This design comes from an exercise in tuning for small area on the open sky130 flow, not from production work.
The RTL was checked by simulation tests, not by an equivalence proof against the original design.
No activity file was given, so power comes from the tool's default toggle rates.

==> flow/design.v <==
module Deb454(deb, sig, clk, rst);
  input sig, clk, rst;
  output deb;
  reg [8:0] c;
  always @(posedge clk) begin
    if (rst) c <= 9'd0;
    else if (c == 9'd0) c <= {8'd0, sig};
    else if (c == 9'd456) c <= 9'd0;
    else c <= c + 9'd1;
  end
  assign deb = (c == 9'd2);
endmodule
module Main(LED, AN, R, G, B, HS, VS,
            reset, clk, i_0, i_1, i_2, i_3, AI_switch, invis_switch, paddlesize_switch, ballspeed_switch);
  input i_0, i_1, i_2, i_3, clk, reset;
  input AI_switch;
  input paddlesize_switch;
  input ballspeed_switch;
  input invis_switch;
  output [2:0] R, G;
  output [1:0] B;
  output HS;
  output VS;
  output [6:0] LED;
  output [3:0] AN;
  function [6:0] seg;
    input [3:0] n;
    case (n)
      4'd0: seg = 7'b0000001;
      4'd1: seg = 7'b1001111;
      4'd2: seg = 7'b0010010;
      4'd3: seg = 7'b0000110;
      4'd4: seg = 7'b1001100;
      4'd5: seg = 7'b0100100;
      4'd6: seg = 7'b0100000;
      4'd7: seg = 7'b0001111;
      4'd8: seg = 7'b0000000;
      4'd9: seg = 7'b0000100;
      default: seg = 7'b0000001;
    endcase
  endfunction
  reg [13:0] cc;
  reg cc_o;
  always @(posedge clk) begin
    if (reset) begin
      cc <= 14'd0;
      cc_o <= 1'b0;
    end else begin
      cc <= cc + 14'd1;
      cc_o <= (cc > 14'd8192);
    end
  end
  wire pixel_en = (cc[1:0] == 2'd2);
  reg [9:0] hc, vc;
  always @(posedge clk) begin
    if (reset) begin
      hc <= 10'd0;
      vc <= 10'd0;
    end else if (pixel_en) begin
      if (hc == 10'd800) begin
        hc <= 10'd0;
        vc <= (vc == 10'd525) ? 10'd0 : vc + 10'd1;
      end else
        hc <= hc + 10'd1;
    end
  end
  wire vis = (hc != 10'd0) && (hc <= 10'd640) && (vc < 10'd480);
  assign HS = ~((hc >= 10'd649) && (hc <= 10'd744));
  assign VS = ~((hc != 10'd0) ? (vc == 10'd482 || vc == 10'd483) : (vc == 10'd483 || vc == 10'd484));
  wire btn_0, btn_1, btn_2, btn_3;
  Deb454 d0(btn_0, i_0, clk, reset);
  Deb454 d1(btn_1, i_1, clk, reset);
  Deb454 d2(btn_2, i_2, clk, reset);
  Deb454 d3(btn_3, i_3, clk, reset);
  reg [3:0] s1, s2;
  reg gameover, stopgame;
  reg [9:0] hh;            
  reg mv, left, up;        
  reg ql, qu;              
  reg [1:0] winner;
  reg [3:0] pk;            
  reg [8:0] bx;            
  reg [8:0] by;
  reg cL, cR, cT, cB;
  reg [1:0] sc;
  wire outofbounds = sc[0] | sc[1];
  wire [5:0] pwreg = 6'd16 + {1'b0, pk, 1'b0};
  wire [5:0] paddlewidth = paddlesize_switch ? pwreg : 6'd40;
  wire [9:0] ball_x = {bx, 1'b0};
  wire [8:0] ball_y = by;
  wire [9:0] hsel = ballspeed_switch ? ((hh <= 10'd125) ? hh : 10'd125) : 10'd75;
  reg [15:0] tdiv;
  always @* begin
    case (hsel[6:0])
      7'd0: tdiv = 16'd0;
      7'd1: tdiv = 16'd50000;
      7'd2: tdiv = 16'd25000;
      7'd3: tdiv = 16'd16666;
      7'd4: tdiv = 16'd12500;
      7'd5: tdiv = 16'd10000;
      7'd6: tdiv = 16'd8333;
      7'd7: tdiv = 16'd7142;
      7'd8: tdiv = 16'd6250;
      7'd9: tdiv = 16'd5555;
      7'd10: tdiv = 16'd5000;
      7'd11: tdiv = 16'd4545;
      7'd12: tdiv = 16'd4166;
      7'd13: tdiv = 16'd3846;
      7'd14: tdiv = 16'd3571;
      7'd15: tdiv = 16'd3333;
      7'd16: tdiv = 16'd3125;
      7'd17: tdiv = 16'd2941;
      7'd18: tdiv = 16'd2777;
      7'd19: tdiv = 16'd2631;
      7'd20: tdiv = 16'd2500;
      7'd21: tdiv = 16'd2380;
      7'd22: tdiv = 16'd2272;
      7'd23: tdiv = 16'd2173;
      7'd24: tdiv = 16'd2083;
      7'd25: tdiv = 16'd2000;
      7'd26: tdiv = 16'd1923;
      7'd27: tdiv = 16'd1851;
      7'd28: tdiv = 16'd1785;
      7'd29: tdiv = 16'd1724;
      7'd30: tdiv = 16'd1666;
      7'd31: tdiv = 16'd1612;
      7'd32: tdiv = 16'd1562;
      7'd33: tdiv = 16'd1515;
      7'd34: tdiv = 16'd1470;
      7'd35: tdiv = 16'd1428;
      7'd36: tdiv = 16'd1388;
      7'd37: tdiv = 16'd1351;
      7'd38: tdiv = 16'd1315;
      7'd39: tdiv = 16'd1282;
      7'd40: tdiv = 16'd1250;
      7'd41: tdiv = 16'd1219;
      7'd42: tdiv = 16'd1190;
      7'd43: tdiv = 16'd1162;
      7'd44: tdiv = 16'd1136;
      7'd45: tdiv = 16'd1111;
      7'd46: tdiv = 16'd1086;
      7'd47: tdiv = 16'd1063;
      7'd48: tdiv = 16'd1041;
      7'd49: tdiv = 16'd1020;
      7'd50: tdiv = 16'd1000;
      7'd51: tdiv = 16'd980;
      7'd52: tdiv = 16'd961;
      7'd53: tdiv = 16'd943;
      7'd54: tdiv = 16'd925;
      7'd55: tdiv = 16'd909;
      7'd56: tdiv = 16'd892;
      7'd57: tdiv = 16'd877;
      7'd58: tdiv = 16'd862;
      7'd59: tdiv = 16'd847;
      7'd60: tdiv = 16'd833;
      7'd61: tdiv = 16'd819;
      7'd62: tdiv = 16'd806;
      7'd63: tdiv = 16'd793;
      7'd64: tdiv = 16'd781;
      7'd65: tdiv = 16'd769;
      7'd66: tdiv = 16'd757;
      7'd67: tdiv = 16'd746;
      7'd68: tdiv = 16'd735;
      7'd69: tdiv = 16'd724;
      7'd70: tdiv = 16'd714;
      7'd71: tdiv = 16'd704;
      7'd72: tdiv = 16'd694;
      7'd73: tdiv = 16'd684;
      7'd74: tdiv = 16'd675;
      7'd75: tdiv = 16'd666;
      7'd76: tdiv = 16'd657;
      7'd77: tdiv = 16'd649;
      7'd78: tdiv = 16'd641;
      7'd79: tdiv = 16'd632;
      7'd80: tdiv = 16'd625;
      7'd81: tdiv = 16'd617;
      7'd82: tdiv = 16'd609;
      7'd83: tdiv = 16'd602;
      7'd84: tdiv = 16'd595;
      7'd85: tdiv = 16'd588;
      7'd86: tdiv = 16'd581;
      7'd87: tdiv = 16'd574;
      7'd88: tdiv = 16'd568;
      7'd89: tdiv = 16'd561;
      7'd90: tdiv = 16'd555;
      7'd91: tdiv = 16'd549;
      7'd92: tdiv = 16'd543;
      7'd93: tdiv = 16'd537;
      7'd94: tdiv = 16'd531;
      7'd95: tdiv = 16'd526;
      7'd96: tdiv = 16'd520;
      7'd97: tdiv = 16'd515;
      7'd98: tdiv = 16'd510;
      7'd99: tdiv = 16'd505;
      7'd100: tdiv = 16'd500;
      7'd101: tdiv = 16'd495;
      7'd102: tdiv = 16'd490;
      7'd103: tdiv = 16'd485;
      7'd104: tdiv = 16'd480;
      7'd105: tdiv = 16'd476;
      7'd106: tdiv = 16'd471;
      7'd107: tdiv = 16'd467;
      7'd108: tdiv = 16'd462;
      7'd109: tdiv = 16'd458;
      7'd110: tdiv = 16'd454;
      7'd111: tdiv = 16'd450;
      7'd112: tdiv = 16'd446;
      7'd113: tdiv = 16'd442;
      7'd114: tdiv = 16'd438;
      7'd115: tdiv = 16'd434;
      7'd116: tdiv = 16'd431;
      7'd117: tdiv = 16'd427;
      7'd118: tdiv = 16'd423;
      7'd119: tdiv = 16'd420;
      7'd120: tdiv = 16'd416;
      7'd121: tdiv = 16'd413;
      7'd122: tdiv = 16'd409;
      7'd123: tdiv = 16'd406;
      7'd124: tdiv = 16'd403;
      7'd125: tdiv = 16'd400;
      default: tdiv = 16'd0;
    endcase
  end
  reg [15:0] gcnt;
  reg gc_o;
  wire gwrap = (gcnt >= tdiv);
  always @(posedge clk) begin
    if (reset) begin
      gcnt <= 16'd0;
      gc_o <= 1'b0;
    end else if (gwrap) begin
      gcnt <= 16'd0;
      gc_o <= ~gc_o;
    end else
      gcnt <= gcnt + 16'd1;
  end
  wire balltick = gwrap & ~gc_o;
  wire startgamereg = ~mv & (btn_0 | btn_1 | btn_2 | btn_3) & ~gameover;
  reg [14:0] sd;
  always @(posedge clk) begin
    if (reset) sd <= 15'd0;
    else if (sd == 15'd0 || sd == 15'd25003) sd <= {14'd0, startgamereg};
    else if (sd == 15'd25002) sd <= 15'd25003;
    else sd <= sd + 15'd1;
  end
  wire startgame = (sd >= 15'd2);
  reg [15:0] od;
  always @(posedge clk) begin
    if (reset) od <= 16'd0;
    else if (od == 16'd0) od <= {15'd0, outofbounds};
    else if (od == 16'd50002) od <= 16'd0;
    else od <= od + 16'd1;
  end
  wire oobd = (od == 16'd2);
  reg [8:0] aipos;
  wire [8:0] comppos = aipos - (paddlewidth / 2);
  reg [8:0] p0, p1;
  wire [8:0] count_0 = AI_switch ? comppos : p0;
  wire [8:0] count_1 = p1;
  wire prst = reset | (s1 > 4'd8) | (s2 > 4'd8);
  always @(posedge clk) begin
    if (prst) p0 <= 9'd220;
    else if (btn_0 && p0 >= 10 && p0 <= 470 - paddlewidth) p0 <= p0 - 9'd1;
    else if (btn_1 && p0 <= 470 - paddlewidth && p0 >= 10) p0 <= p0 + 9'd1;
    else if (p0 < 10) p0 <= 9'd10;
    else if (p0 > 470 - paddlewidth) p0 <= 470 - paddlewidth;
  end
  always @(posedge clk) begin
    if (prst) p1 <= 9'd220;
    else if (btn_2 && p1 >= 10 && p1 <= 470 - paddlewidth) p1 <= p1 - 9'd1;
    else if (btn_3 && p1 <= 470 - paddlewidth && p1 >= 10) p1 <= p1 + 9'd1;
    else if (p1 < 10) p1 <= 9'd10;
    else if (p1 > 470 - paddlewidth) p1 <= 470 - paddlewidth;
  end
  always @(posedge clk) begin
    if (reset) begin
      cL <= 0; cR <= 0; cT <= 0; cB <= 0; sc <= 2'd0;
    end else if (balltick) begin
      cL <= 0; cR <= 0; cT <= 0; cB <= 0; sc <= 2'd0;
      if (ball_y >= 10 && ball_y <= 462 && ball_x >= 40 && ball_x <= 592) begin
      end else if (ball_y <= 10) cT <= 1;
      else if (ball_y >= 462) cB <= 1;
      else if (ball_x <= 40) begin
        if ((ball_y + 8) >= count_0 && (ball_y) <= count_0 + paddlewidth) cL <= 1;
        else sc <= 2'd2;
      end else if (ball_x >= 592) begin
        if ((ball_y + 8) >= count_1 && (ball_y) <= count_1 + paddlewidth) cR <= 1;
        else sc <= 2'd1;
      end
    end
  end
  wire gev = balltick | oobd;
  wire scoring = gev & ~gameover & ~oobd & stopgame;
  wire inc1 = scoring & sc[0] & (s1 < 4'd9);
  wire inc2 = scoring & ~(sc[0] & (s1 < 4'd9)) & sc[1] & (s1 < 4'd9);
  always @(posedge clk) begin
    if (reset) begin
      bx <= 9'd0; by <= 9'd0; s1 <= 4'd0; s2 <= 4'd0;
      gameover <= 1'b0; stopgame <= 1'b0; hh <= 10'd75;
      mv <= 1'b0; left <= 1'b0; up <= 1'b0; winner <= 2'b00; pk <= 4'd12;
    end else if (gev) begin
      if (s1 > 4'd8) winner <= 2'b01;
      else if (s2 > 4'd8) winner <= 2'b10;
      if (gameover) begin
        stopgame <= 1'b1; hh <= 10'd75; mv <= 1'b0; bx <= 9'd158; by <= 9'd236;
      end else if (oobd) begin
        stopgame <= 1'b1;
      end else if (stopgame) begin
        stopgame <= 1'b0;
        if (inc1) s1 <= s1 + 4'd1;
        if (inc2) s2 <= s2 + 4'd1;
        if ((inc1 | inc2) && pk != 4'd0) pk <= pk - 4'd1;
        if (s1 > 4'd8 || s2 > 4'd8) gameover <= 1'b1;
        bx <= 9'd158; by <= 9'd236; mv <= 1'b0;
      end else if (!mv) begin
        bx <= 9'd158; by <= 9'd236;
        if (startgame && s1 < 4'd9 && s2 < 4'd9) begin
          mv <= 1'b1; left <= ql; up <= qu;
        end
      end else begin
        bx <= left ? bx - 9'd1 : bx + 9'd1;
        by <= up ? by - 9'd1 : by + 9'd1;
        if (up ? cT : cB) up <= ~up;
        else if (left ? cL : cR) begin
          left <= ~left;
          hh <= hh + 10'd5;
        end
      end
    end
  end
  always @(posedge clk) begin
    if (reset) begin
      ql <= 1'b1; qu <= 1'b1;
    end else if (balltick) begin
      ql <= qu; qu <= ~ql;
    end
  end
  wire gs1 = mv & left & up;
  wire gs2 = mv & left & ~up;
  reg gs1_d, gs2_d, oob_d;
  always @(posedge clk) begin
    if (reset) begin
      gs1_d <= 1'b0; gs2_d <= 1'b0; oob_d <= 1'b0;
    end else begin
      gs1_d <= gs1; gs2_d <= gs2; oob_d <= outofbounds;
    end
  end
  wire gs1_edge = gs1 & ~gs1_d;
  wire gs2_edge = gs2 & ~gs2_d;
  wire oob_edge = outofbounds & ~oob_d;
  reg hitreg;
  reg noise;
  reg [6:0] aicnt;
  always @(posedge clk) begin
    if (reset) begin
      hitreg <= 1'b0; noise <= 1'b0;
    end else if (gs1_edge || gs2_edge || oob_edge) begin
      hitreg <= ~(aicnt >= 7'd100 && ~oob_edge);
      noise <= ~aicnt[0];
    end
  end
  reg [8:0] c220;
  always @(posedge clk) begin
    if (reset) c220 <= 9'd0;
    else if (c220 == 9'd455) c220 <= 9'd0;
    else c220 <= c220 + 9'd1;
  end
  wire tick220 = (c220 == 9'd227);
  wire [1:0] noise2 = {1'b0, noise};
  wire aiplay = (ball_x < 320) && mv && left && AI_switch;
  always @(posedge clk) begin
    if (reset) begin
      aicnt <= 7'd0;
      aipos <= 9'd220;
    end else if (tick220) begin
      aicnt <= aicnt + 7'd1;
      if (aiplay && hitreg) begin
        if (ball_y - paddlewidth/4 * noise2 + 6 > aipos && aipos - (paddlewidth/2) <= 470 - paddlewidth)
          aipos <= aipos + 9'd1;
        else if (ball_y + paddlewidth/4 * noise2 - 6 < aipos && aipos - (paddlewidth/2) > 10)
          aipos <= aipos - 9'd1;
      end else if (aiplay && ~hitreg) begin
        if ((paddlewidth/2 + 10 > ball_y) || (ball_y - paddlewidth/2 - 10 > aipos && aipos - (paddlewidth/2) <= 470 - paddlewidth))
          aipos <= aipos + 9'd1;
        else if (ball_y + paddlewidth/2 + 10 < aipos && aipos - (paddlewidth/2) > 10)
          aipos <= aipos - 9'd1;
      end else begin
        if (240 > aipos && aipos - (paddlewidth/2) <= 470 - paddlewidth)
          aipos <= aipos + 9'd1;
        else if (240 < aipos && aipos - (paddlewidth/2) > 10)
          aipos <= aipos - 9'd1;
      end
    end
  end
  wire [3:0] led_num = cc_o ? s2 : s1;
  assign AN = cc_o ? 4'b1110 : 4'b0111;
  assign LED = seg(led_num);
  reg inc1_d, inc2_d;
  always @(posedge clk) begin
    if (reset) begin
      inc1_d <= 1'b0; inc2_d <= 1'b0;
    end else begin
      inc1_d <= inc1; inc2_d <= inc2;
    end
  end
  wire [6:0] n0 = seg(s1 - {3'd0, inc1_d});
  wire [6:0] n1 = seg(s2 - {3'd0, inc2_d});
  wire [10:0] h = {1'b0, hc};
  wire [10:0] v = {1'b0, vc};
  wire pad0 = (h >= 30 && h <= 40 && v >= count_0 && v <= count_0 + paddlewidth);
  wire pad1 = (h >= 600 && h <= 610 && v >= count_1 && v <= count_1 + paddlewidth);
  wire ball = (h >= ball_x && h <= ball_x + 8 && v >= ball_y && v <= ball_y + 8);
  wire frame = (v <= 10) || (v >= 470);
  wire d0A = (h >= 10 && h <= 22 && v >= 20 && v <= 23) & ~n0[6];
  wire d0B = (h >= 19 && h <= 22 && v >= 20 && v <= 30) & ~n0[5];
  wire d0C = (h >= 19 && h <= 22 && v >= 30 && v <= 40) & ~n0[4];
  wire d0D = (h >= 10 && h <= 22 && v >= 37 && v <= 40) & ~n0[3];
  wire d0E = (h >= 10 && h <= 13 && v >= 30 && v <= 40) & ~n0[2];
  wire d0F = (h >= 10 && h <= 13 && v >= 20 && v <= 30) & ~n0[1];
  wire d0G = (h >= 10 && h <= 22 && v >= 29 && v <= 32) & ~n0[0];
  wire d1A = (h >= 620 && h <= 632 && v >= 20 && v <= 23) & ~n1[6];
  wire d1B = (h >= 629 && h <= 632 && v >= 20 && v <= 30) & ~n1[5];
  wire d1C = (h >= 629 && h <= 632 && v >= 30 && v <= 40) & ~n1[4];
  wire d1D = (h >= 620 && h <= 632 && v >= 37 && v <= 40) & ~n1[3];
  wire d1E = (h >= 620 && h <= 623 && v >= 30 && v <= 40) & ~n1[2];
  wire d1F = (h >= 620 && h <= 623 && v >= 20 && v <= 30) & ~n1[1];
  wire d1G = (h >= 620 && h <= 632 && v >= 29 && v <= 32) & ~n1[0];
  wire digits = d0A | d0B | d0C | d0D | d0E | d0F | d0G | d1A | d1B | d1C | d1D | d1E | d1F | d1G;
  wire signed [11:0] dh = {1'b0, h} - ((winner == 2'b10) ? 12'sd424 : 12'sd150);
  wire signed [11:0] dv = {1'b0, v} - 12'sd230;
  wire signed [11:0] sp = dv + dh;
  wire signed [11:0] sm = dv - dh;
  wire bar = (dv >= 0) && (dv <= 26);
  wire w1 = (dh >= 0) && (dh <= 5) && bar;
  wire w2 = (dh >= 5) && (dh <= 13) && (sp >= 26) && (sp <= 31);
  wire w3 = (dh >= 13) && (dh <= 21) && (sm >= 0) && (sm <= 5);
  wire w4 = (dh >= 21) && (dh <= 26) && bar;
  wire i1 = (dh >= 30) && (dh <= 35) && bar;
  wire m1 = (dh >= 40) && (dh <= 45) && bar;
  wire m2 = (dh >= 45) && (dh <= 61) && (sm >= -45) && (sm <= -35);
  wire m3 = (dh >= 61) && (dh <= 66) && bar;
  wire win = (winner != 2'b00) && (w1 | w2 | w3 | w4 | i1 | m1 | m2 | m3);
  wire pad = vis & (pad0 | pad1);
  wire white = vis & (ball | frame | digits | win);
  reg col;
  always @(posedge clk) col <= pad ? invis_switch : white;
  assign R = {3{col}};
  assign G = {3{col}};
  assign B = {2{col}};
endmodule
==> flow/run.sh <==
#!/bin/bash
# synth_recipe.tcl (not shown) runs the flow's synth.tcl, then flattens the netlist and writes it again
# the make line also repeats each setting of config.mk as NAME=value (left out here)
make -C /OpenROAD-flow-scripts/flow DESIGN_CONFIG=/design/flow/config.mk WORK_HOME=/design/flow/orfs CLKGATE_MAP_FILE= SYNTH_SCRIPT=/design/flow/synth_recipe.tcl finish
==> flow/config.mk <==
export PLATFORM = sky130hd
export DESIGN_NAME = Main
export DESIGN_NICKNAME = Main
export VERILOG_FILES = /design/flow/design.v
export SDC_FILE = /design/flow/constraint.sdc
export NUM_CORES = 4
export LEC_CHECK = 0
export ABC_AREA = 1
export CAP_MARGIN = 20
export CORE_MARGIN = 2
export CORE_UTILIZATION = 70
export SLEW_MARGIN = 20
==> flow/constraint.sdc <==
create_clock -name core_clock -period 100.0 [get_ports {clk}]
set_input_delay 20.0000 -clock core_clock [delete_from_list [all_inputs] [get_ports {clk}]]
set_output_delay 20.0000 -clock core_clock [all_outputs]
set_load 0.01 [all_outputs]
==> results of run 1 <==
## per-layer routing
metal	up-vias	global-route usage	wire, µm
met5	-	0	0
met3	246	0.0615	7030
met2	1415	0.647	32200
met1	11763	0.499	30000
met4	0	0.167	3020
li1	12366	-	-
## worst reg2reg max path: cells and delay by family (launching register included)
kind,cells,cell delay [ns]
AO/OA/AOI/OAI,6,0.88
flip-flops,1,0.36
buffers and inverters,3,0.92
adder cells (fa/ha/maj),2,0.47
AND/OR/NAND/NOR,17,3.52
## final timing paths
path                      start            endpoint  slack (ns)  cells after the start
max           paddlesize_switch         col$_DFF_P_       74.57                     30
min            cc[0]$_SDFF_PP0_    cc[0]$_SDFF_PP0_        0.45                      1
max reg2reg  hh[1]$_SDFFE_PP1P_  bx[6]$_SDFFE_PP0P_       93.77                     28
min reg2reg    cc[0]$_SDFF_PP0_    cc[0]$_SDFF_PP0_        0.45                      1
## cell usage after synthesis, types with 12 or more instances
| cell type | n | area share |
|---|---|---|
| sky130_fd_sc_hd__xor2_1 | 118 | 0.042 |
| sky130_fd_sc_hd__clkbuf_1 | 29 | 0.0045 |
| sky130_fd_sc_hd__o2111ai_1 | 15 | 0.0054 |
| sky130_fd_sc_hd__a221oi_1 | 19 | 0.0068 |
| sky130_fd_sc_hd__buf_4 | 17 | 0.0052 |
| sky130_fd_sc_hd__ha_1 | 377 | 0.19 |
| sky130_fd_sc_hd__inv_2 | 22 | 0.0034 |
| sky130_fd_sc_hd__fa_1 | 12 | 0.0098 |
| sky130_fd_sc_hd__nand4_1 | 77 | 0.020 |
| sky130_fd_sc_hd__xnor2_1 | 29 | 0.010 |
| sky130_fd_sc_hd__nor2_1 | 406 | 0.062 |
| sky130_fd_sc_hd__a211oi_1 | 25 | 0.0077 |
| sky130_fd_sc_hd__a31oi_1 | 19 | 0.0049 |
| sky130_fd_sc_hd__nor3b_1 | 18 | 0.0055 |
| sky130_fd_sc_hd__o21a_1 | 13 | 0.0040 |
| sky130_fd_sc_hd__nand2_1 | 679 | 0.10 |
| sky130_fd_sc_hd__or2_2 | 12 | 0.0031 |
| sky130_fd_sc_hd__buf_2 | 17 | 0.0035 |
| sky130_fd_sc_hd__nand2_2 | 15 | 0.0038 |
| sky130_fd_sc_hd__nor3_1 | 99 | 0.020 |
| sky130_fd_sc_hd__a21oi_1 | 273 | 0.056 |
| sky130_fd_sc_hd__nand3_1 | 206 | 0.042 |
| sky130_fd_sc_hd__o211ai_1 | 31 | 0.0095 |
| sky130_fd_sc_hd__dfxtp_1 | 225 | 0.18 |
| sky130_fd_sc_hd__o21ai_0 | 202 | 0.041 |
| sky130_fd_sc_hd__inv_1 | 505 | 0.078 |
| sky130_fd_sc_hd__o21bai_1 | 15 | 0.0046 |
| sky130_fd_sc_hd__nor4_1 | 34 | 0.0087 |
| sky130_fd_sc_hd__nand3b_1 | 16 | 0.0049 |
## cells by family (layout without fill, tap and decap cells)
logic type	after synthesis	after routing	share of synthesized area
AO/OA/AOI/OAI	688	688	0.166
multiplexers	1	1	0.000410
adder cells (fa/ha/maj)	389	389	0.203
flip-flops	225	225	0.185
AND/OR/NAND/NOR	1617	1617	0.294
other	1	4	0.000154
buffers and inverters	603	617	0.0972
XOR/XNOR	148	148	0.0539
## report_power, final
part | switching (mW) | internal (mW)
registers | 0.00531 | 0.0924
clock network | 0.0424 | 0.0578
logic | 0.0296 | 0.0164
## metrics by stage
| step | instances | util | power [mW] | hold WS, ns |
|---|---|---|---|---|
| 5_1_grt | 4142 | 0.750 | 0.254 | 0.477 |
| 2_1_floorplan | 3673 | - | 0.132 | 0.417 |
| 3_3_place_gp | 4096 | 0.724 | 0.141 | 0.427 |
| 6_report | 4144 | 0.750 | 0.244 | 0.448 |
| 3_5_place_dp | 4096 | 0.724 | 0.143 | 0.437 |
| 4_1_cts | 4142 | 0.750 | 0.243 | 0.451 |
## state kept, by name, summed over array words and instances, names as in the netlist, 7 cells and up
name and cells:
vc 10, d3.c 9, cc 14, c220 9
d1.c 9, d0.c 9, by 9, sd 15
d2.c 9, hc 10, p1 9, od 16
p0 9, bx 9, aipos 9, aicnt 7
gcnt 16, hh 10
## layout make-up
class | count | area (µm²) | area share
antenna | 2 | 5.00 | 0.000194
clock buffer | 36 | 749 | 0.0290
clock inverter | 10 | 129 | 0.00499
inverter | 535 | 2010 | 0.0777
multi-input combinational | 2845 | 17500 | 0.679
sequential | 225 | 4500 | 0.174
tap | 455 | 569 | 0.0220
timing repair buffer | 36 | 335 | 0.0130
==> impl_metrics.sql, run 1 <==
INSERT INTO impl_metrics (metric_group, metric, value, unit) VALUES
('timing', 'tns', '0', 'ns'),
('timing', 'layout_setup_ws', '74.57', 'ns'),
('place', 'finalWeightedCongestion', '1.04', ''),
('synthesis', 'mapped_area', '0.0244', 'mm²'),
('flow_run', 'drv_cap', '0', ''),
('clocking', 'h-tree-depth', '1', ''),
('final_layout', 'final.fill_count', '2702', ''),
('routing', 'drt_first_iter_violations', '2759', ''),
('setup_path', 'cp-start-kind', 'primary input', ''),
('clocking', 'tritoncts.num_buffers', '27', ''),
('synthesis', 'syn_inst', '3672', ''),
('routing', 'drt-total-wl', '72.2', 'mm'),
('routing', 'drt_pre_antenna_iters', '6', ''),
('routing', 'avgViaCountPerCell', '6.22', ''),
('floorplanning', 'fp.dieArea', '0.0364', 'mm²'),
('global_route', 'first_global_vias', '24473', ''),
('final_layout', 'layout_commonest_cell', 'sky130_fd_sc_hd__nand2_1', ''),
('worst_hold_path', 'hold_path.class', 'reg -> reg', ''),
('timing', 'period_needed', '25.43', 'ns'),
('timing', 'max_slew_margin', '0.363', ''),
('final_layout', 'fin_area', '0.0258', 'mm²'),
('timing', 'total_of_endpoints_with_negative_setup_slack_in_the_final_report', '0', ''),
('power_and_ir_drop', 'static-leakage-power', '12.1', 'nW'),
('setup_path', 'cp_num_buf_inv', '8', ''),
('clocking', 'insertion_delay', '0.59', 'ns'),
('synthesis', 'seq_area_frac_synth', '0.185', ''),
('timing', 'layout_worst_path_cycle_share', '0.254', ''),
('floorplanning', 'initial_utilization', '0.708', ''),
('final_layout', 'layout-area-overhead-vs-synth', '5.88', '%'),
('clocking', 'postCtsSetupBuffers', '0', ''),
('floorplanning', 'core.rowCount', '68', ''),
('final_layout', 'post_route_cells_drive_above_1_share', '0.0396', ''),
('clocking', 'cts_tree', 'yes', ''),
('synthesis', 'synth.ff_latch_count', '225', ''),
('place', 'dpl_cell_area', '0.0250', 'mm²'),
('setup_path', 'max_stage_delay', '0.52', 'ns'),
('routing', 'ant_nets_after_route', '0', ''),
('synthesis', 'synth_enable_flop_cells', '0', ''),
('timing', 'final_number_of_hold_violating_endpoints', '0', ''),
('global_route', 'grt_start_max_net_pins', '49', ''),
('setup_path', 'cp_data_required_time', '100.45', 'ns'),
('power_and_ir_drop', 'ir_worst_vdd', '0.0000155', 'V'),
('clocking', 'cts-root-to-sink-buffers', '3', ''),
('setup_path', 'crit_path_kind', 'in -> reg', ''),
('floorplanning', 'ios', '31', ''),
('status', 'outcome', 'finished clean', ''),
('global_route', 'grt_pass1_wl', '118', 'mm'),
('synthesis', 'synth-main-ff-cell', 'sky130_fd_sc_hd__dfxtp_1', ''),
('setup_path', 'critical_path.slowest_cell', 'sky130_fd_sc_hd__clkdlybuf4s50_1', ''),
('power_and_ir_drop', 'total_power_divided_by_cell_area', '9.44', 'mW/mm²'),
('clocking', 'clkTransAtPathRegs', '0.06', 'ns'),
('routing', 'vias', '25790', ''),
('floorplanning', 'core_region_area', '0.0345', 'mm²'),
('setup_path', 'critical_path.most_common_cell', 'sky130_fd_sc_hd__inv_1', ''),
('floorplanning', 'die_width', '191', 'µm'),
('global_route', 'grtUsageTotal', '0.389', ''),
('final_layout', 'final_nets', '4069', ''),
('setup_path', 'critPathArrivalTime', '25.87', 'ns'),
('routing', 'drc', '0', ''),
('final_layout', 'mostFrequentLayoutCells', 'sky130_fd_sc_hd__nand2_1, sky130_fd_sc_hd__inv_1, sky130_fd_sc_hd__nor2_1, sky130_fd_sc_hd__ha_1, sky130_fd_sc_hd__a21oi_1', ''),
('floorplanning', 'die_y', '191', 'µm'),
('clocking', 'cts_root_buffer', 'sky130_fd_sc_hd__clkbuf_16', ''),
('clocking', 'postCtsResizedCells', '0', ''),
('setup_path', 'max_fo_critical_path', '10', ''),
('clocking', 'cts_hold_buf', '0', ''),
('global_route', 'grt_antenna_before_repair', '0', ''),
('timing', 'grt_setup_unrepaired', 'no', ''),
('routing', 'post_drt_wl_per_cell', '17.4', 'µm'),
('timing', 'tightest_slew', '0.955', 'ns'),
('timing', 'timing.fmax', '39.3', 'MHz'),
('place', 'placement.setup.worst_slack', '74.06', 'ns'),
('place', 'port-buffer-count', '28', ''),
('global_route', 'globalRouteOverflowTotal', '0', ''),
('timing', 'finalMaxSlewViolations', '0', ''),
('setup_path', 'cp-end-kind', 'flop', ''),
('synthesis', 'netlist-cell-type-count', '80', ''),
('setup_path', 'path_delay_family', 'compound AO/OA/AOI/OAI gates', ''),
('timing', 'skew', '0.0201', 'ns'),
('clocking', 'tritoncts_num_sinks', '225', ''),
('place', 'place_hpwl', '54.4', 'mm'),
('synthesis', 'synth-warning-count', '2', ''),
('synthesis', 'postSynthAreaPerCell', '6.65', 'µm²'),
('synthesis', 'async_set_or_reset_register_ratio_after_synthesis', '0', '');
==> run 2: changes to the inputs <==
--- a/flow/design.v
+++ b/flow/design.v
@@ -273,19 +273,22 @@
     else if (p1 > 470 - paddlewidth) p1 <= 470 - paddlewidth;
   end
+  wire yT = (by <= 10);
+  wire yB = (by >= 462);
+  wire xL = (bx <= 20);
+  wire mid = (by >= 10) && (by <= 462) && (bx >= 20) && (bx <= 296);
+  wire [8:0] cpad = xL ? count_0 : count_1;
+  wire [9:0] fy = {1'b0, by} - {1'b0, cpad};
+  wire [9:0] cw = {1'b0, cpad} + {4'b0, paddlewidth};
+  wire hit = !cw[9] && (fy[9] ? (fy[8:3] == 6'h3f) : (fy[8:0] <= {3'b0, paddlewidth}));
+  wire side = !yT && !yB && !mid;
   always @(posedge clk) begin
     if (reset) begin
       cL <= 0; cR <= 0; cT <= 0; cB <= 0; sc <= 2'd0;
     end else if (balltick) begin
-      cL <= 0; cR <= 0; cT <= 0; cB <= 0; sc <= 2'd0;
-      if (ball_y >= 10 && ball_y <= 462 && ball_x >= 40 && ball_x <= 592) begin
-      end else if (ball_y <= 10) cT <= 1;
-      else if (ball_y >= 462) cB <= 1;
-      else if (ball_x <= 40) begin
-        if ((ball_y + 8) >= count_0 && (ball_y) <= count_0 + paddlewidth) cL <= 1;
-        else sc <= 2'd2;
-      end else if (ball_x >= 592) begin
-        if ((ball_y + 8) >= count_1 && (ball_y) <= count_1 + paddlewidth) cR <= 1;
-        else sc <= 2'd1;
-      end
+      cT <= yT && !mid;
+      cB <= !yT && yB && !mid;
+      cL <= side && xL && hit;
+      cR <= side && !xL && hit;
+      sc <= {side && xL && !hit, side && !xL && !hit};
     end
   end
@@ -367,6 +370,22 @@
   end
   wire tick220 = (c220 == 9'd227);
-  wire [1:0] noise2 = {1'b0, noise};
-  wire aiplay = (ball_x < 320) && mv && left && AI_switch;
+  wire aiplay = (bx < 9'd160) && mv && left && AI_switch;
+  wire [4:0] hp = paddlewidth[5:1];             
+  wire [3:0] qn = noise ? paddlewidth[5:2] : 4'd0;   
+  wire signed [11:0] sby = {3'b0, by};
+  wire signed [11:0] sap = {3'b0, aipos};
+  wire signed [11:0] shp = {7'b0, hp};
+  wire signed [11:0] sqn = {8'b0, qn};
+  wire signed [11:0] dya = sby - sap;
+  wire Bc = (sap >= shp) && (sap + shp <= 12'sd470);
+  wire Dc = (sap < shp) || (sap > shp + 12'sd10);
+  wire cA = (sby + 12'sd6 < sqn) || (dya + 12'sd6 - sqn > 12'sd0);
+  wire cC = (sby + sqn >= 12'sd6) && (dya + sqn - 12'sd6 < 12'sd0);
+  wire cE = (sby < shp + 12'sd10) || ((dya > shp + 12'sd10) && Bc);
+  wire cF = (dya + shp + 12'sd10 < 12'sd0) && Dc;
+  wire cG = (sap < 12'sd240) && Bc;
+  wire cH = (sap > 12'sd240) && Dc;
+  wire ai_inc = aiplay ? (hitreg ? (cA && Bc) : cE) : cG;
+  wire ai_dec = aiplay ? (hitreg ? (cC && Dc) : cF) : cH;
   always @(posedge clk) begin
     if (reset) begin
@@ -375,20 +394,6 @@
     end else if (tick220) begin
       aicnt <= aicnt + 7'd1;
-      if (aiplay && hitreg) begin
-        if (ball_y - paddlewidth/4 * noise2 + 6 > aipos && aipos - (paddlewidth/2) <= 470 - paddlewidth)
-          aipos <= aipos + 9'd1;
-        else if (ball_y + paddlewidth/4 * noise2 - 6 < aipos && aipos - (paddlewidth/2) > 10)
-          aipos <= aipos - 9'd1;
-      end else if (aiplay && ~hitreg) begin
-        if ((paddlewidth/2 + 10 > ball_y) || (ball_y - paddlewidth/2 - 10 > aipos && aipos - (paddlewidth/2) <= 470 - paddlewidth))
-          aipos <= aipos + 9'd1;
-        else if (ball_y + paddlewidth/2 + 10 < aipos && aipos - (paddlewidth/2) > 10)
-          aipos <= aipos - 9'd1;
-      end else begin
-        if (240 > aipos && aipos - (paddlewidth/2) <= 470 - paddlewidth)
-          aipos <= aipos + 9'd1;
-        else if (240 < aipos && aipos - (paddlewidth/2) > 10)
-          aipos <= aipos - 9'd1;
-      end
+      if (ai_inc) aipos <= aipos + 9'd1;
+      else if (ai_dec) aipos <= aipos - 9'd1;
     end
   end
@@ -406,40 +411,43 @@
   wire [6:0] n0 = seg(s1 - {3'd0, inc1_d});
   wire [6:0] n1 = seg(s2 - {3'd0, inc2_d});
-  wire [10:0] h = {1'b0, hc};
-  wire [10:0] v = {1'b0, vc};
-  wire pad0 = (h >= 30 && h <= 40 && v >= count_0 && v <= count_0 + paddlewidth);
-  wire pad1 = (h >= 600 && h <= 610 && v >= count_1 && v <= count_1 + paddlewidth);
-  wire ball = (h >= ball_x && h <= ball_x + 8 && v >= ball_y && v <= ball_y + 8);
-  wire frame = (v <= 10) || (v >= 470);
-  wire d0A = (h >= 10 && h <= 22 && v >= 20 && v <= 23) & ~n0[6];
-  wire d0B = (h >= 19 && h <= 22 && v >= 20 && v <= 30) & ~n0[5];
-  wire d0C = (h >= 19 && h <= 22 && v >= 30 && v <= 40) & ~n0[4];
-  wire d0D = (h >= 10 && h <= 22 && v >= 37 && v <= 40) & ~n0[3];
-  wire d0E = (h >= 10 && h <= 13 && v >= 30 && v <= 40) & ~n0[2];
-  wire d0F = (h >= 10 && h <= 13 && v >= 20 && v <= 30) & ~n0[1];
-  wire d0G = (h >= 10 && h <= 22 && v >= 29 && v <= 32) & ~n0[0];
-  wire d1A = (h >= 620 && h <= 632 && v >= 20 && v <= 23) & ~n1[6];
-  wire d1B = (h >= 629 && h <= 632 && v >= 20 && v <= 30) & ~n1[5];
-  wire d1C = (h >= 629 && h <= 632 && v >= 30 && v <= 40) & ~n1[4];
-  wire d1D = (h >= 620 && h <= 632 && v >= 37 && v <= 40) & ~n1[3];
-  wire d1E = (h >= 620 && h <= 623 && v >= 30 && v <= 40) & ~n1[2];
-  wire d1F = (h >= 620 && h <= 623 && v >= 20 && v <= 30) & ~n1[1];
-  wire d1G = (h >= 620 && h <= 632 && v >= 29 && v <= 32) & ~n1[0];
-  wire digits = d0A | d0B | d0C | d0D | d0E | d0F | d0G | d1A | d1B | d1C | d1D | d1E | d1F | d1G;
-  wire signed [11:0] dh = {1'b0, h} - ((winner == 2'b10) ? 12'sd424 : 12'sd150);
-  wire signed [11:0] dv = {1'b0, v} - 12'sd230;
-  wire signed [11:0] sp = dv + dh;
-  wire signed [11:0] sm = dv - dh;
-  wire bar = (dv >= 0) && (dv <= 26);
-  wire w1 = (dh >= 0) && (dh <= 5) && bar;
-  wire w2 = (dh >= 5) && (dh <= 13) && (sp >= 26) && (sp <= 31);
-  wire w3 = (dh >= 13) && (dh <= 21) && (sm >= 0) && (sm <= 5);
-  wire w4 = (dh >= 21) && (dh <= 26) && bar;
-  wire i1 = (dh >= 30) && (dh <= 35) && bar;
-  wire m1 = (dh >= 40) && (dh <= 45) && bar;
-  wire m2 = (dh >= 45) && (dh <= 61) && (sm >= -45) && (sm <= -35);
-  wire m3 = (dh >= 61) && (dh <= 66) && bar;
-  wire win = (winner != 2'b00) && (w1 | w2 | w3 | w4 | i1 | m1 | m2 | m3);
-  wire pad = vis & (pad0 | pad1);
+  wire hl = (hc >= 30 && hc <= 40);
+  wire hr = (hc >= 600 && hc <= 610);
+  wire [8:0] cp = hc[9] ? count_1 : count_0;
+  wire [10:0] e0 = {1'b0, vc} - {2'b0, cp};
+  wire padx = (hl | hr) && !e0[10] && e0[9:6] == 4'd0 && e0[5:0] <= paddlewidth;
+  wire [9:0] eh = {1'b0, hc[9:1]} - {1'b0, bx};
+  wire [10:0] ev = {1'b0, vc} - {2'b0, by};
+  wire ball = (eh[9:2] == 8'd0 || eh == 10'd4 && !hc[0]) && !ev[10] && (ev[9:3] == 8'd0 || ev[9:0] == 10'd8);
+  wire frame = (vc <= 10) || (vc >= 470);
+  wire h0 = (hc >= 10 && hc <= 22);
+  wire h0l = (hc >= 10 && hc <= 13);
+  wire h0r = (hc >= 19 && hc <= 22);
+  wire h1 = (hc >= 620 && hc <= 632);
+  wire h1l = (hc >= 620 && hc <= 623);
+  wire h1r = (hc >= 629 && hc <= 632);
+  wire vA = (vc >= 20 && vc <= 23);
+  wire vBF = (vc >= 20 && vc <= 30);
+  wire vCE = (vc >= 30 && vc <= 40);
+  wire vD = (vc >= 37 && vc <= 40);
+  wire vG = (vc >= 29 && vc <= 32);
+  wire digits = (h0 & (vA & ~n0[6] | vD & ~n0[3] | vG & ~n0[0])) | (h0r & (vBF & ~n0[5] | vCE & ~n0[4])) | (h0l & (vCE & ~n0[2] | vBF & ~n0[1]))
+              | (h1 & (vA & ~n1[6] | vD & ~n1[3] | vG & ~n1[0])) | (h1r & (vBF & ~n1[5] | vCE & ~n1[4])) | (h1l & (vCE & ~n1[2] | vBF & ~n1[1]));
+  wire wr = (winner == 2'b10);
+  wire [9:0] dh10 = hc - (wr ? 10'd424 : 10'd150);
+  wire [6:0] dh = dh10[6:0];
+  wire bar = (vc >= 230) && (vc <= 256);
+  wire [4:0] dv = vc[4:0] + 5'd26;
+  wire [5:0] s6 = {2'b0, dh[3:0]} + {1'b0, dv};
+  wire [5:0] d6 = {1'b0, dv} - {1'b0, dh[4:0]};
+  wire w1 = (dh <= 5);
+  wire w2 = (dh >= 5) && (dh <= 13) && (s6 >= 26) && (s6 <= 31);
+  wire w3 = (dh >= 13) && (dh <= 21) && (d6 <= 5);
+  wire w4 = (dh >= 21) && (dh <= 26);
+  wire i1 = (dh >= 30) && (dh <= 35);
+  wire m1 = (dh >= 40) && (dh <= 45);
+  wire m2 = (dh >= 45) && (dh <= 61) && (d6 >= 64-13) && (d6 <= 64-3);
+  wire m3 = (dh >= 61) && (dh <= 66);
+  wire win = (winner != 2'b00) && bar && (dh10[9:7] == 3'd0) && (w1 | w2 | w3 | w4 | i1 | m1 | m2 | m3);
+  wire pad = vis & padx;
   wire white = vis & (ball | frame | digits | win);
   reg col;
==> impl_metrics.sql, run 2 <==
INSERT INTO impl_metrics (metric_group, metric, value, unit) VALUES
('status', 'outcome', 'finished clean', ''),
('setup_path', 'cp_data_required_time', '100.45', 'ns'),
('timing', 'tns', '0', 'ns'),
('synthesis', 'syn_inst', '3344', ''),
('routing', 'ant_nets_after_route', '0', ''),
('synthesis', 'synth.ff_latch_count', '225', ''),
('clocking', 'h-tree-depth', '1', ''),
('final_layout', 'largest_registers', 'gcnt x16, od x16, sd x15', ''),
('final_layout', 'multi_input_area', '0.0149', 'mm²'),
('setup_path', 'setup.reg_to_reg.worst_slack', '93.95', 'ns'),
('final_layout', 'final.fill_count', '2359', ''),
('clocking', 'postCtsSetupBuffers', '0', ''),
('synthesis', 'synth-main-ff-cell', 'sky130_fd_sc_hd__dfxtp_1', ''),
('routing', 'drt-total-wl', '60.6', 'mm'),
('floorplanning', 'ios', '31', ''),
('clocking', 'cts_hold_buf', '0', ''),
('place', 'place_hpwl', '45.0', 'mm'),
('routing', 'post_drt_wl_per_cell', '16.1', 'µm'),
('final_layout', 'insertedDiodeCount', '0', ''),
('worst_hold_path', 'min_to', 'aicnt[6]$_SDFFE_PP0P_', ''),
('setup_path', 'regToRegStartpoint', 'by[0]$_SDFFE_PP0P_', ''),
('synthesis', 'most_common_cell_in_the_netlist', 'sky130_fd_sc_hd__nand2_1', ''),
('timing', 'total_of_endpoints_with_negative_setup_slack_in_the_final_report', '0', ''),
('final_layout', 'layout_commonest_cell', 'sky130_fd_sc_hd__nand2_1', ''),
('timing', 'layout_worst_path_cycle_share', '0.255', ''),
('final_layout', 'mostFrequentLayoutCells', 'sky130_fd_sc_hd__nand2_1, sky130_fd_sc_hd__inv_1, sky130_fd_sc_hd__nor2_1, sky130_fd_sc_hd__ha_1, sky130_fd_sc_hd__a21oi_1', ''),
('global_route', 'grt_pass1_wl', '101', 'mm'),
('place', 'finalWeightedCongestion', '0.970', ''),
('clocking', 'tritoncts_num_sinks', '225', ''),
('setup_path', 'cp-end-kind', 'flop', ''),
('final_layout', 'regArea', '0.00450', 'mm²'),
('floorplanning', 'core.rowCount', '64', ''),
('global_route', 'grtUsageTotal', '0.363', ''),
('final_layout', 'final_nets', '3641', ''),
('synthesis', 'async_set_or_reset_register_ratio_after_synthesis', '0', ''),
('global_route', 'grt_antenna_before_repair', '0', ''),
('setup_path', 'critical_path.slowest_cell', 'sky130_fd_sc_hd__nor2_1', ''),
('timing', 'period_needed', '25.50', 'ns'),
('setup_path', 'crit_path_kind', 'in -> reg', ''),
('timing', 'grt_setup_unrepaired', 'no', ''),
('synthesis', 'netlist.area_leader.share', '0.207', ''),
('routing', 'drc', '0', ''),
('synthesis', 'synthDominantAreaCellType', 'sky130_fd_sc_hd__dfxtp_1', ''),
('synthesis', 'mapped_area', '0.0218', 'mm²'),
('setup_path', 'reg2reg_depth', '40', ''),
('power_and_ir_drop', 'ir_worst_vdd', '0.0000155', 'V'),
('timing', 'max_slew_margin', '0.245', ''),
('synthesis', 'netlist-cell-type-count', '66', ''),
('routing', 'drt_pre_antenna_iters', '7', ''),
('timing', 'timing.fmax', '39.2', 'MHz'),
('worst_hold_path', 'whs_path_depth', '2', ''),
('clocking', 'clkTransAtPathRegs', '0.06', 'ns'),
('timing', 'finalMaxSlewViolations', '0', ''),
('power_and_ir_drop', 'total_power_divided_by_cell_area', '10.2', 'mW/mm²'),
('routing', 'vias', '22698', ''),
('flow_run', 'drv_cap', '0', ''),
('floorplanning', 'core_region_area', '0.0306', 'mm²'),
('synthesis', 'synth_enable_flop_cells', '0', ''),
('global_route', 'grt_start_max_net_pins', '60', ''),
('setup_path', 'reg2reg_to', 'aipos[8]$_SDFFE_PP0P_', ''),
('place', 'port-buffer-count', '28', ''),
('floorplanning', 'die_width', '180', 'µm'),
('synthesis', 'synth_commonest_cells', 'sky130_fd_sc_hd__nand2_1, sky130_fd_sc_hd__inv_1, sky130_fd_sc_hd__nor2_1', ''),
('power_and_ir_drop', 'static-leakage-power', '10.7', 'nW'),
('floorplanning', 'die_y', '180', 'µm'),
('floorplanning', 'fp.dieArea', '0.0325', 'mm²'),
('setup_path', 'critical_path.most_common_cell', 'sky130_fd_sc_hd__nand2_1', ''),
('power_and_ir_drop', 'p_total', '236', 'µW'),
('routing', 'drt_first_iter_violations', '2617', ''),
('clocking', 'tritoncts.num_buffers', '26', ''),
('setup_path', 'max_fo_critical_path', '11', ''),
('routing', 'avgViaCountPerCell', '6.05', ''),
('synthesis', 'synth-warning-count', '2', ''),
('global_route', 'globalRouteOverflowTotal', '0', ''),
('clocking', 'cts_tree', 'yes', ''),
('clocking', 'insertion_delay', '0.59', 'ns'),
('final_layout', 'layout-area-overhead-vs-synth', '6.42', '%'),
('clocking', 'cts-root-to-sink-buffers', '3', ''),
('synthesis', 'postSynthAreaPerCell', '6.51', 'µm²'),
('global_route', 'first_global_vias', '21943', ''),
('final_layout', 'post_route_cells_drive_above_1_share', '0.0361', ''),
('setup_path', 'cp-start-kind', 'primary input', ''),
('timing', 'final_number_of_hold_violating_endpoints', '0', ''),
('synthesis', 'seq_area_frac_synth', '0.207', ''),
('timing', 'skew', '0.0482', 'ns'),
('floorplanning', 'initial_utilization', '0.712', ''),
('clocking', 'postCtsResizedCells', '0', ''),
('clocking', 'cts_root_buffer', 'sky130_fd_sc_hd__clkbuf_16', ''),
('worst_hold_path', 'hold_path.class', 'reg -> reg', ''),
('setup_path', 'max_stage_delay', '0.64', 'ns'),
('synthesis', 'netlist_top_cells_area', 'sky130_fd_sc_hd__dfxtp_1, sky130_fd_sc_hd__ha_1, sky130_fd_sc_hd__nand2_1, sky130_fd_sc_hd__inv_1, sky130_fd_sc_hd__nor2_1', ''),
('worst_hold_path', 'worstHoldStart', 'aicnt[6]$_SDFFE_PP0P_', ''),
('setup_path', 'critPathArrivalTime', '25.95', 'ns'),
('timing', 'tightest_slew', '1.13', 'ns');
## run 2: cell types whose count changed after synthesis, sizes merged, moves of 10 or more
cell     change
a211oi      -12
a21oi       -24
a31oi       +12
ha          -98
nand2       -33
nand3b      -12
nand4       -30
nor2        -70
nor3        +10
o2111ai     -11
xor2        -40
## run 2: kinds of logic (layout without fill, tap and decap cells)
group | Yosys count | after routing | share of synthesized area
simple gates | 1463 | 1463 | 0.293
compound gates | 651 | 651 | 0.173
buf+inv | 598 | 607 | 0.108
fa+ha+maj | 295 | 295 | 0.175
flops | 225 | 225 | 0.207
xor+xnor | 111 | 111 | 0.0446
other cells | 1 | 2 | 0.000172
## run 2: final cells by class
cell class                      count  area share
Tap cell                          396      0.0214
Clock inverter                     13      0.0108
Multi-Input combinational cell   2522       0.644
Inverter                          526      0.0852
Clock buffer                       33      0.0301
Sequential cell                   225       0.194
Timing Repair Buffer               35      0.0141
## run 2: per-layer routing
layer | up-vias | global-route usage | wire (µm)
met5 | - | 0 | 0
met4 | 0 | 0.148 | 2410
met3 | 212 | 0.0576 | 5210
met2 | 1073 | 0.619 | 27900
met1 | 10304 | 0.457 | 25000
li1 | 11109 | - | -
## run 2: through the flow
stage | worst slack (ns) | hold WS (ns) | std cells | area, µm² | util
after CTS | 74.63 | 0.455 | 3750 | 23200 | 0.758
after global routing | 73.89 | 0.486 | 3750 | 23200 | 0.758
final | 74.50 | 0.449 | 3750 | 23200 | 0.758
after detailed placement | 74.09 | 0.439 | 3704 | 22200 | 0.727
after global placement | 74.33 | 0.430 | 3704 | 22200 | 0.727
after floorplan | 75.78 | 0.418 | 3345 | 21800 | -
## run 2: worst max-delay path: cells and delay by family
kind	cells	cell delay (ns)
AND/OR/NAND/NOR	24	2.66
buffers and inverters	7	1.48
adder cells (fa/ha/maj)	3	1.03
AO/OA/AOI/OAI	5	0.77
## run 2: report_power, final
part	switching, mW	internal (mW)	leakage, nW
logic	0.0202	0.0118	8.41
registers	0.00506	0.0922	1.82
clock network	0.0415	0.0651	0.463
## run 2: worst max-delay path by stage
stage | to | cells after the start | start | slack (ns)
after floorplan | aipos[8]$_SDFFE_PP0P_ | 37 | paddlesize_switch | 75.78
after global placement | aipos[8]$_SDFFE_PP0P_ | 39 | paddlesize_switch | 74.33
after detailed placement | aipos[8]$_SDFFE_PP0P_ | 39 | paddlesize_switch | 74.09
after CTS | aipos[8]$_SDFFE_PP0P_ | 39 | paddlesize_switch | 74.63
after global routing | aipos[8]$_SDFFE_PP0P_ | 39 | paddlesize_switch | 73.89
final | aipos[8]$_SDFFE_PP0P_ | 39 | paddlesize_switch | 74.50

[static timing again, ports no longer ideal]
The flow's constraints put no driver on any port. The routed layouts listed below were extracted and timed again, unchanged, in two steps.
Step 1, drivers: a clkbuf_16 drives clk and a buf_2 each remaining input, both assumed.
Step 2 adds t to the input delays and takes it off the output delays; t is the mean of the earliest and latest rising clock arrival at the registers after step 1. Input paths then give back, and output paths get back, about the clock's delay inside the block.
a / b / c = no drivers / after step 1 / after step 2; a / b = the first two.
run	shift t [ns]	slack for setup (ns)	worst setup path after step 2	worst register clock-pin slew, ns
run 1	0.633	74.574 / 74.594 / 73.961	input to register	0.07 / 0.07
run 2	0.625	74.502 / 74.495 / 73.870	input to register	0.07 / 0.07
After both steps every run listed still meets setup and hold. For run 2, which loses most, drivers alone change the setup slack by -0.007 ns; drivers and shift together by -0.632 ns.
